What follows belongs to an exercise in optimizing a design on an open flow for small area; a production flow would make more cautious choices. Function was checked by simulation only, so behaviour that the tests miss may differ from the original.

## red
## axi4_slave
module axi4_slave #(
    parameter int          NUM_REGS   = 4     ,
    parameter integer      ID_WIDTH   = 4     ,
    parameter integer      ADDR_WIDTH = 32    ,
    parameter integer      DATA_WIDTH = 32    ,
    parameter logic [31:0] BASE_ADDR  = 32'h0
)(
    input  logic                     ACLK,
    input  logic                     ARESETN,
    input  logic [ID_WIDTH-1:0]       S_AXI_AWID     ,
    input  logic [ADDR_WIDTH-1:0]     S_AXI_AWADDR   ,
    input  logic [7:0]                S_AXI_AWLEN    ,
    input  logic [2:0]                S_AXI_AWSIZE   ,
    input  logic [1:0]                S_AXI_AWBURST  ,
    input  logic                      S_AXI_AWVALID  ,
    output logic                      S_AXI_AWREADY  ,
    input  logic [DATA_WIDTH-1:0]     S_AXI_WDATA    ,
    input  logic [(DATA_WIDTH/8)-1:0] S_AXI_WSTRB    ,
    input  logic                      S_AXI_WLAST    ,
    input  logic                      S_AXI_WVALID   ,
    output logic                      S_AXI_WREADY   ,
    output logic [ID_WIDTH-1:0]       S_AXI_BID      ,
    output logic [1:0]                S_AXI_BRESP    ,
    output logic                      S_AXI_BVALID   ,
    input  logic                      S_AXI_BREADY   ,
    input  logic [ID_WIDTH-1:0  ]     S_AXI_ARID     ,
    input  logic [ADDR_WIDTH-1:0]     S_AXI_ARADDR   ,
    input  logic [7:0]                S_AXI_ARLEN    ,
    input  logic [2:0]                S_AXI_ARSIZE   ,
    input  logic [1:0]                S_AXI_ARBURST  ,
    input  logic                      S_AXI_ARVALID  ,
    output logic                      S_AXI_ARREADY  ,
    output logic [ID_WIDTH-1:0  ]     S_AXI_RID      ,
    output logic [DATA_WIDTH-1:0]     S_AXI_RDATA    ,
    output logic [1:0]                S_AXI_RRESP    ,
    output logic                      S_AXI_RLAST    ,
    output logic                      S_AXI_RVALID   ,
    input  logic                      S_AXI_RREADY   ,
    output logic                      write_en        ,
    output logic                      read_en
);
function automatic [7:0] inc8(input [7:0] a);
    logic c;
    c = 1'b1;
    for (int k = 0; k < 8; k++) begin
        inc8[k] = a[k] ^ c;
        c = c & a[k];
    end
endfunction
  ...
For scale: roughly 190 I/O pins.
export LEC_CHECK = 0
export CAP_MARGIN = 5
export CORE_MARGIN = 2
export CORE_UTILIZATION = 40
export PLACE_DENSITY = 0.6
export SLEW_MARGIN = 5
create_clock -name core_clock -period 200.0 [get_ports {ACLK}]
standard.sh (not shown) runs the stock make flow with config.mk's settings and CLKGATE_MAP_FILE= SYNTH_SCRIPT=/design/flow/synth_recipe.tcl, a recipe that flattens the netlist after the stock synthesis.
==> flow/flow/run.sh <==
#!/bin/bash
# Standard ORFS layout with three changes, each tool logging to its own file:
#  - synthesis maps the logic with an area-oriented ABC script (flow/abc_area.script)
#    instead of ORFS's delay-oriented one; everything else in synthesis is unchanged,
#    so the registers are the standard synthesis's;
#  - each port gets the smallest buffer (buf_1) instead of clkdlybuf4s50_1;
#  - the clock tree uses smaller clock buffers and no dummy loads.
set -e
HERE=$(pwd)
rm -rf scripts_area
cp -r "$FLOW_HOME/scripts" scripts_area
cp flow/abc_area.script scripts_area/abc_speed.script
export SCRIPTS_DIR=$HERE/scripts_area
export BUFFER_PORTS_ARGS="-buffer_cell sky130_fd_sc_hd__buf_1"
export CTS_ARGS="-sink_clustering_enable -repair_clock_nets -dont_use_dummy_load -buf_list sky130_fd_sc_hd__clkbuf_4 -sink_clustering_size 10 -sink_clustering_max_diameter 40"
bash standard.sh > standard.log 2>&1
==> flow/flow/abc_area.script <==
strash
balance
rewrite
refactor
balance
rewrite
rewrite -z
balance
refactor -z
rewrite -z
balance
dch -f
amap -m
topo
#### Input delta (blue over red)
--- a/flow/design.v
+++ b/flow/design.v
@@ -62,13 +62,13 @@
         g = (a[k] & ~b[k]) | (~(a[k] ^ b[k]) & g);
     gt8 = g;
 endfunction
 function automatic lt2(input [1:0] a, input [1:0] b);
     lt2 = (~a[1] & b[1]) | ((a[1] ~^ b[1]) & ~a[0] & b[0]);
 endfunction
-logic [31:0] regfile_n [4];
+logic [31:0] regfile [4];
 logic [3:0]  reg_ok;
 localparam logic [1:0] WR_IDLE = 2'd0, WR_WAIT = 2'd1, WR_DATA = 2'd2, WR_RESP = 2'd3;
 logic [1:0]  wr_state;
 logic        awc_hs, wc_hs, b_out;
 logic        awaddr_err, wstrb_err, wr_burst_err;
 logic [3:0]  awid_q;
@@ -190,15 +190,14 @@
         for (int i = 0; i < 4; i++)
             reg_be[r][i] = w_we && (write_ptr == 2'(r)) && (S_AXI_WSTRB[i] || !reg_ok[r]);
 end
 always_ff @(posedge ACLK) begin
     for (int r = 0; r < 4; r++)
         for (int i = 0; i < 4; i++)
-            regfile_n[r][8*i +: 8] <= ({8{reg_be[r][i]}} & ~S_AXI_WDATA[8*i +: 8])
-                                    | {8{reg_be[r][i] & ~S_AXI_WSTRB[i]}}
-                                    | ({8{~reg_be[r][i]}} & regfile_n[r][8*i +: 8]);
+            regfile[r][8*i +: 8] <= ({8{reg_be[r][i]}} & S_AXI_WDATA[8*i +: 8] & {8{S_AXI_WSTRB[i]}})
+                                  | ({8{~reg_be[r][i]}} & regfile[r][8*i +: 8]);
 end
 assign S_AXI_BID   = b_out ? awid_q : 4'd0;
 assign S_AXI_BRESP = ~b_out     ? 2'b00 :
                      awaddr_err ? 2'b11 :
                      (wstrb_err | wr_burst_err) ? 2'b10 : 2'b00;
 assign write_en = awc_hs & wc_hs;
@@ -225,13 +224,13 @@
 wire r_beat = cn && S_AXI_RREADY && (rd_beat != 8'd0);
 axi4_slave_wrap u_rwrap (
     .ACLK(ACLK), .load(r_wait), .first(r_wait),
     .A(S_AXI_ARADDR), .L(arlen_q), .S(arsize_q),
     .A_q(araddr_q), .wend(rd_wend), .wstart(rd_wstart)
 );
-wire [31:0] rd_word = reg_ok[read_ptr] ? ~regfile_n[read_ptr] : 32'd0;
+wire [31:0] rd_word = reg_ok[read_ptr] ? regfile[read_ptr] : 32'd0;
 always_ff @(posedge ACLK or negedge ARESETN) begin
     if (!ARESETN) begin
         rd_x          <= 1'b0;
         S_AXI_ARREADY <= 1'b0;
         ar_hs         <= 1'b0;
         S_AXI_RID     <= '0;
- Taking red as the reference, in blue number of vias per cell shows an increase of 1.3%, number of standard-cell rows in the floorplan +about 1.2%.
- Of red and blue, the lower final wirelength belongs to red.
- Against red as the reference, blue delivers a lower area of combinational cells with multiple inputs.
- Looking only at final critical delay including setup and external delays, and setting everything else aside, the higher value of red and blue goes to blue.
- Comparing initial standard-cell utilization of the core for red and blue, the bigger number came from red.
- Diff red..blue | horizontal die dimension | negligible
- Final standard cell utilization of the core: lower on blue

what the ideal ports hide:
The results above use ideal ports. As a check the final layouts listed here were re-extracted and re-timed, cells and wires unchanged. Step 1, drivers: a clkbuf_16 drives ACLK and a buf_2 each remaining input, both assumed. Step 2 times the ports against the registers' clock, not the clock port: input delays grow and output delays shrink by t, the midpoint of the rising clock arrivals with the driver on. Slacks: ideal ports / drivers / drivers and shift; pairs: ideal ports / drivers.
run | shift t [ns] | setup slack, ns | worst hold slack (ns)
red | 0.820 | 101.095 / 101.087 / 100.268 | 0.481 / 0.481 / 0.481
blue | 0.774 | 100.880 / 100.906 / 100.132 | 0.468 / 0.468 / 0.468
After both steps every run listed still meets setup and hold. For red, which loses most, drivers alone change the setup slack by -0.008 ns; drivers and shift together by -0.827 ns.
